Background: an optimization exercise with open tools, aiming at small area and a short achievable clock period. Do not read the settings as production practice. Where RTL was checked, it was by simulation tests only, not by an equivalence proof against the original. Power is estimated from default activity; no workload was simulated.

==> flow/design.v <==
module pfx_add #(parameter N = 23) (a, b, cin, s, cout);
  input  [N-1:0] a;
  input  [N-1:0] b;
  input          cin;
  output [N-1:0] s;
  output         cout;
  localparam L = $clog2(N);
  wire [N-1:0] p = a ^ b;
  wire [N-1:0] g [0:L];
  wire [N-1:0] t [0:L];
  assign g[0] = (a & b) | {{(N-1){1'b0}}, p[0] & cin};
  assign t[0] = p;
  genvar l, i;
  generate
    for (l = 0; l < L; l = l + 1) begin : lev
      for (i = 0; i < N; i = i + 1) begin : bt
        if ((i >> l) & 1) begin : cmb
          localparam integer J = ((i >> l) << l) - 1;
          assign g[l+1][i] = g[l][i] | (t[l][i] & g[l][J]);
          assign t[l+1][i] = t[l][i] & t[l][J];
        end else begin : pas
          assign g[l+1][i] = g[l][i];
          assign t[l+1][i] = t[l][i];
        end
      end
    end
  endgenerate
  assign s    = p ^ {g[L][N-2:0], cin};
  assign cout = g[L][N-1];
endmodule
module fp_adder (clk, rst, A, B, res);
  input clk;
  input rst;
  input [31:0] A;
  input [31:0] B;
  output reg [31:0] res;
  wire [7:0] eA = A[30:23];
  wire [7:0] eB = B[30:23];
  wire [7:0] ep = eA ^ ~eB;
  wire [7:0] eg [0:3];
  wire [7:0] et [0:3];
  assign eg[0] = eA & ~eB;
  assign et[0] = ep;
  genvar l, i;
  generate
    for (l = 0; l < 3; l = l + 1) begin : elev
      for (i = 0; i < 8; i = i + 1) begin : ebit
        if ((i >> l) & 1) begin : cmb
          localparam integer J = ((i >> l) << l) - 1;
          assign eg[l+1][i] = eg[l][i] | (et[l][i] & eg[l][J]);
          assign et[l+1][i] = et[l][i] & et[l][J];
        end else begin : pas
          assign eg[l+1][i] = eg[l][i];
          assign et[l+1][i] = et[l][i];
        end
      end
    end
  endgenerate
  wire       gt   = eg[3][7];
  wire [7:0] d_ab = ep ^ {eg[3][6:0] | et[3][6:0], 1'b1};
  wire [7:0] d_ba = ~(ep ^ {eg[3][6:0], 1'b0});
  wire [7:0] d    = gt ? d_ab : d_ba;
  reg  [22:0] l1;      
  reg  [22:0] m1;      
  reg  [4:0]  d1;      
  reg         big1;    
  reg  [7:0]  e1;      
  reg         s1;      
  reg         sub1;    
  always @(posedge clk) begin
    l1   <= gt ? A[22:0] : B[22:0];
    m1   <= gt ? B[22:0] : A[22:0];
    d1   <= d[4:0];
    big1 <= |d[7:5];
    e1   <= gt ? eA : eB;
    s1   <= gt ? A[31] : B[31];
    sub1 <= A[31] ^ B[31];
  end
  wire [22:0] sh   = big1 ? 23'd0 : (m1 >> d1);
  wire        d0   = (d1 == 5'd0) & ~big1;
  wire        lnz  = |l1;
  wire        mnz  = |m1;
  wire        e255 = &e1;
  wire        nan  = e255 & (lnz | (d0 & mnz));
  wire        z    = (e1 == 8'd0) & ~lnz;
  reg  [22:0] l2;
  reg  [22:0] m2;
  reg  [7:0]  e2;
  reg         s2;
  reg         sub2;
  always @(posedge clk) begin
    l2   <= e255 ? 23'd0 : l1;
    m2   <= e255 ? {22'd0, nan | (d0 & sub1)} : sh;
    e2   <= e1;
    s2   <= nan ? 1'b0 : s1 ^ (d0 & sub1 & (e255 | (z & mnz)));
    sub2 <= sub1 & ~e255 & ~z;
  end
  wire [22:0] sum;
  wire        cout;
  pfx_add #(23) add (.a(l2), .b(m2 ^ {23{sub2}}), .cin(sub2), .s(sum), .cout(cout));
  reg  [23:0] S3;
  reg  [7:0]  e3;
  reg         s3;
  always @(posedge clk) begin
    S3 <= {cout ^ sub2, sum};
    e3 <= e2;
    s3 <= s2;
  end
  wire [7:0]  einc;
  genvar k;
  generate
    for (k = 0; k < 8; k = k + 1) begin : inc
      if (k == 0) begin : b0
        assign einc[0] = ~e3[0];
      end else begin : bk
        assign einc[k] = e3[k] ^ (&e3[k-1:0]);
      end
    end
  endgenerate
  wire [7:0]  eo  = S3[23] ? einc : e3;
  wire [22:0] fo  = S3[23] ? S3[23:1] : S3[22:0];
  wire        clr = S3[23] ? (e3 == 8'd127) : (e3 == 8'd128);
  always @(posedge clk or negedge rst) begin
    if (!rst)
      res <= 32'd0;
    else
      res <= {s3, eo, clr ? 23'd0 : fo};
  end
endmodule
Settings: LEC_CHECK=0, ABC_AREA=1, CAP_MARGIN=20, CORE_MARGIN=2, CORE_UTILIZATION=55, SETUP_SLACK_MARGIN=2.8, SLEW_MARGIN=20; clock period 5.0 ns.
standard.sh (not shown) runs the stock make flow with config.mk's settings and CLKGATE_MAP_FILE= SYNTH_SCRIPT=/design/flow/synth_recipe.tcl, a recipe that flattens the netlist after the stock synthesis.
==> flow/flow/run.sh <==
#!/bin/bash
# Standard layout, but adders left to ABC instead of the full/half adder cells.
export ADDER_MAP_FILE=
bash standard.sh > standard.log 2>&1
The first run went through all stages and came out clean.
Rerun with:
==> flow/run.sh (new file) <==
#!/bin/bash
# synth_recipe.tcl (not shown) runs the flow's synth.tcl, then flattens the netlist and writes it again
# the make line also repeats each setting of config.mk as NAME=value (left out here)
make -C /OpenROAD-flow-scripts/flow DESIGN_CONFIG=/design/flow/config.mk WORK_HOME=/design/flow/orfs CLKGATE_MAP_FILE= SYNTH_SCRIPT=/design/flow/synth_recipe.tcl finish
CORE_UTILIZATION = 40   (was 55)
SETUP_SLACK_MARGIN = not set   (was 2.8)
removed: flow/flow/run.sh
removed: flow/standard.sh
Worst setup slack gets worse by 1100 ps.
Combinational power grows by about 3%.
Synthesized cell count shrinks by 7.5%.
Via count shrinks by 9.5%.
Design area shrinks by 3.9%.
Maximum frequency shrinks by 32%.
Global-route usage shrinks by 6.8 points.
Clock power grows by about 10%.
Final cell count shrinks by 2.0%.
Core utilization shrinks by 20 points.
Rerun with:
==> flow/flow/run.sh (new file) <==
#!/bin/bash
# Standard layout, but adders left to ABC instead of the full/half adder cells.
export ADDER_MAP_FILE=
bash standard.sh > standard.log 2>&1
==> flow/standard.sh (new file) <==
#!/bin/bash
# synth_recipe.tcl (not shown) runs the flow's synth.tcl, then flattens the netlist and writes it again
# the make line also repeats each setting of config.mk as NAME=value (left out here)
make -C /OpenROAD-flow-scripts/flow DESIGN_CONFIG=/design/flow/config.mk WORK_HOME=/design/flow/orfs CLKGATE_MAP_FILE= SYNTH_SCRIPT=/design/flow/synth_recipe.tcl "${@:-finish}"
CORE_UTILIZATION = 55   (was 40)
SETUP_SLACK_MARGIN = 3.0   (was not set)
removed: flow/run.sh
After rerunning: The new run completed with no timing, DRC or antenna violations. Synthesized cell count climbs by 8.1%. Power grows by 1.8%. Routed wire length grows by 36%. Setup slack improved by 1100 ps. Utilization went up by 26 points. Via count climbs by 22%. Non-clock buffer count came out higher by 72.
Rerun with:
==> flow/flow/run.sh (replaced) <==
#!/bin/bash
# Standard layout with two changes: adders are left to ABC instead of the
# full/half adder cells, and the port buffers are buf_2 instead of delay cells.
export ADDER_MAP_FILE=
export BUFFER_PORTS_ARGS="-buffer_cell sky130_fd_sc_hd__buf_2"
bash standard.sh > standard.log 2>&1
Effect: Power went down by 2.7%; cell count goes down by about 1.6%; via count fell by 5.2%; core utilization is lower by 4.0 points.
No run of this note included a check of the RTL's function; only the layout flow was run.


RTL: the design.v shown in full above, as it stands there.
export LEC_CHECK = 0
export ABC_AREA = 1
export CAP_MARGIN = 20
export CORE_MARGIN = 2
export CORE_UTILIZATION = 40
export SLEW_MARGIN = 20
create_clock -name core_clock -period 5.0 [get_ports {clk}]
==> flow/flow/run.sh <==
#!/bin/bash
# Standard layout, but adders left to ABC instead of the full/half adder cells.
export ADDER_MAP_FILE=
bash standard.sh > standard.log 2>&1
The baseline completed with no timing, DRC or antenna violations.
Then changed:
==> flow/flow/run.sh (replaced) <==
#!/bin/bash
# Standard layout with two changes: adders are left to ABC instead of the
# full/half adder cells, and the port buffers are buf_2 instead of delay cells.
export ADDER_MAP_FILE=
export BUFFER_PORTS_ARGS="-buffer_cell sky130_fd_sc_hd__buf_2"
bash standard.sh > standard.log 2>&1
Settings changed: CORE_UTILIZATION 40 to 55, SETUP_SLACK_MARGIN set to 3.3.
- The changed run passed the timing, design-rule and antenna checks
- hold slack stays flat
- sequential cell count stays the same
- setup slack gets better by 0.83 ns
No run of this note included a check of the RTL's function; only the layout flow was run.


Setup of the reference run:
fp_adder, a different RTL version from the one above (not shown whole).
For scale: ~1200 cells after synthesis, ~180 flip-flops, roughly 0.0086 mm² of cells after synthesis.
export LEC_CHECK = 0
export ABC_AREA = 1
export CAP_MARGIN = 20
export CORE_MARGIN = 2
export CORE_UTILIZATION = 50
export CTS_BUF_LIST = sky130_fd_sc_hd__clkbuf_8
export CTS_CLUSTER_SIZE = 40
export SETUP_SLACK_MARGIN = 3.05
export SLEW_MARGIN = 20
create_clock -name core_clock -period 5.0 [get_ports {clk}]
==> flow/flow/run.sh <==
#!/bin/bash
# Standard layout with two changes: adders are left to ABC instead of the
# full/half adder cells, and the port buffers are buf_2 instead of delay cells.
export ADDER_MAP_FILE=
export BUFFER_PORTS_ARGS="-buffer_cell sky130_fd_sc_hd__buf_2"
bash standard.sh > standard.log 2>&1
Modified inputs, the trial run compared to the reference run
--- a/flow/config.mk
+++ b/flow/config.mk
@@ -9,7 +9,5 @@
 export CAP_MARGIN = 20
 export CORE_MARGIN = 2
-export CORE_UTILIZATION = 50
-export CTS_BUF_LIST = sky130_fd_sc_hd__clkbuf_8
-export CTS_CLUSTER_SIZE = 40
-export SETUP_SLACK_MARGIN = 3.05
+export CORE_UTILIZATION = 55
+export SETUP_SLACK_MARGIN = 3.0
 export SLEW_MARGIN = 20
==> comparison <==
- The reference run → the trial run: initial core utilization has increased, fraction of standard cell area in multi-input logic has decreased, critical path depth has increased, clock power has increased.
- Compared with the reference run, the router placed fewer vias in the trial run.
- The reference run → the trial run: power saw an increase; share of power burned in the clock network saw an increase; utilization of the core after routing went up by 5.4 points.
No run of this note included a check of the RTL's function; only the layout flow was run.


Another version of the RTL of fp_adder (not shown whole).
Size: about 1200 cells after synthesis, ~180 flip-flops, about 98 I/O pins, roughly 8400 um2 of cells after synthesis.
export LEC_CHECK = 0
export ABC_AREA = 1
export CAP_MARGIN = 20
export CORE_MARGIN = 2
export CORE_UTILIZATION = 55
export CTS_BUF_LIST = sky130_fd_sc_hd__clkbuf_8
export CTS_CLUSTER_SIZE = 40
export SETUP_SLACK_MARGIN = 2.9
export SLEW_MARGIN = 20
create_clock -name core_clock -period 5.0 [get_ports {clk}]
Scripts as last shown in full above: flow/flow/run.sh
The starting point completed without violations.
Edit:
Settings changed: SETUP_SLACK_MARGIN 2.9 to 3.0.
After rerunning:
- The changed run completed with no timing, DRC or antenna violations
- via count rises by 2.9%
- sequential share of layout area came out lower by 2.1 points
- power rose by 2.4%
- core utilization came out higher by 3.9 points
- die area stays the same
- cell count goes up by 1.2%
- clock-buffer cell count increases by 2
- cell area came out higher by about 6%
- synthesized area is unchanged
- routed wire length climbs by 6.8%
- worst setup slack got worse by 6.0 ps


== run A ==
fp_adder, a different RTL version from the one above (not shown whole).
Size in the first run: about 98 I/O pins, ~8400 µm² of cells after synthesis.
clock: 5.0 ns
lec_check: 0
abc_area: 1
cap_margin: 20
core_margin: 2
core_utilization: 55
cts_buf_list: sky130_fd_sc_hd__clkbuf_8
cts_cluster_diameter: 150
cts_cluster_size: 60
setup_slack_margin: 3.0
slew_margin: 20
Scripts as last shown in full above: flow/flow/run.sh
What run B does differently from run A at the input level:
- CTS_CLUSTER_SIZE now 40, was 60
- CTS_CLUSTER_DIAMETER no longer set, was 150
==> flow/flow/run.sh <==
#!/bin/bash
# Standard layout with three changes:
#  - adders are left to ABC instead of the full/half adder cells;
#  - ABC maps for least area under a 1200 ps delay target (map -D 1200) instead of
#    its own shortest delay, leaving the critical paths to timing repair;
#  - the port buffers are buf_2 instead of delay cells.
set -e
rm -rf scripts && cp -r "$FLOW_HOME/scripts" scripts
printf '%s\n' strash dch "map -D 1200" topo "stime -c" "buffer -c" "upsize -c" "dnsize -c" > scripts/abc_area.script
export ADDER_MAP_FILE=
export BUFFER_PORTS_ARGS="-buffer_cell sky130_fd_sc_hd__buf_2"
bash standard.sh SCRIPTS_DIR="$PWD/scripts" finish > standard.log 2>&1
[summary]
Run B: flow completed, timing, DRC and antenna clean
Compared to run A, run B reaches a lower achievable clock.
Per the comparison of run B with run A, combinational share of power higher; clock power roughly the same; standby leakage power higher; final instance area higher; detailed-router iteration count before antenna repair higher.
When run B is measured against run A, its critical path depth turns out 1 lower.
Of the two values seen for category of the most critical setup path, in -> reg was produced by run A and reg -> reg by run B.
Against run A, run B reports a first-pass GRT wire length that is higher.
From run A to run B the numbers moved as follows: die area fell 570 µm²; clock network area share went down by 0.65 points; global routing met3 resource utilization -0.37 points.
Setup changes, run B to run C
- putting PLACE_DENSITY at 0.7 where nothing was set
==> flow/flow/run.sh <==
#!/bin/bash
# Standard layout with two changes: adders are left to ABC instead of the
# full/half adder cells, and the port buffers are buf_2 instead of delay cells.
export ADDER_MAP_FILE=
export BUFFER_PORTS_ARGS="-buffer_cell sky130_fd_sc_hd__buf_2"
bash standard.sh > standard.log 2>&1
==> comparison <==
Run C ended with every stage complete and zero timing, DRC or antenna violations.
Final design area excluding fillers in run C is about 7% lower than in run B
For run C, the critical path class was in -> reg, unlike run B, where it was reg -> reg.
Of run C and run B, it is run C that has the higher die area.
Standard cell with the maximum stage delay on the critical path = a21oi_4: run C; standard cell with the maximum stage delay on the critical path = dfxtp_4: run B
Summary — period utilization, run C relative to run B: lower, by 3.8 points.
Run C: vias after detailed routing 118 above run B
Run C vs. run B: synthesized cell count has increased; non-clock buffer count shrank by about 21%.
Routed wire length in run C is about 10% below run B.
Share of total power in the clock network (higher): run C
Sum of met3 wire segment lengths after detailed routing | run C below run B

==> afterwards: timing with drivers on the ports <==
In the flow no input, the clock included, has a driving cell. The finished layouts below were timed again as built, in two steps. Step 1, drivers: a clkbuf_16 drives clk and a buf_2 each remaining input, both assumed. Step 2 moves the port delays by t, midway between the first and last clock arrival at a register: inputs arrive t later, outputs are due t later. That takes back most of the time a late clock gives input paths. Three values: ideal, step 1, step 2; two values: the first two.
run	t (ns)	setup slack, ns	worst hold slack (ns)	clock arrival spread, ns	cell pins on the clock port's net
the first run of note 1	0.469	2.776 / 2.801 / 2.332	0.325 / 0.325 / 0.325	0.011 / 0.011	1
the second run of note 1	0.470	1.711 / 1.732 / 1.263	0.326 / 0.326 / 0.326	0.007 / 0.007	1
the third run of note 1	0.467	2.824 / 2.834 / 2.368	0.326 / 0.326 / 0.326	0.015 / 0.015	1
the fourth run of note 1	0.465	2.907 / 2.885 / 2.421	0.326 / 0.326 / 0.326	0.011 / 0.011	1
the first run of note 2	0.460	2.027 / 2.040 / 1.580	0.328 / 0.328 / 0.328	0.013 / 0.012	1
the second run of note 2	0.473	2.854 / 2.847 / 2.375	0.326 / 0.326 / 0.326	0.013 / 0.013	1
the reference run	0.488	2.985 / 2.997 / 2.510	0.329 / 0.329 / 0.329	0.017 / 0.017	1
the trial run	0.471	2.999 / 3.022 / 2.551	0.330 / 0.330 / 0.330	0.011 / 0.011	1
the first run of note 4	0.502	2.907 / 2.926 / 2.424	0.321 / 0.321 / 0.321	0.014 / 0.014	1
the second run of note 4	0.500	2.901 / 2.882 / 2.382	0.330 / 0.330 / 0.330	0.015 / 0.014	1
run A	0.505	3.056 / 3.053 / 2.572	0.329 / 0.329 / 0.329	0.014 / 0.014	1
run B	0.511	2.853 / 2.853 / 2.360	0.334 / 0.334 / 0.334	0.014 / 0.014	1
run C	0.506	3.045 / 3.051 / 2.555	0.328 / 0.328 / 0.328	0.012 / 0.012	1
After both steps every run listed still meets setup and hold. The setup slack of the second run of note 4, which loses most, moves by -0.019 ns with the drivers and by -0.519 ns with both steps.
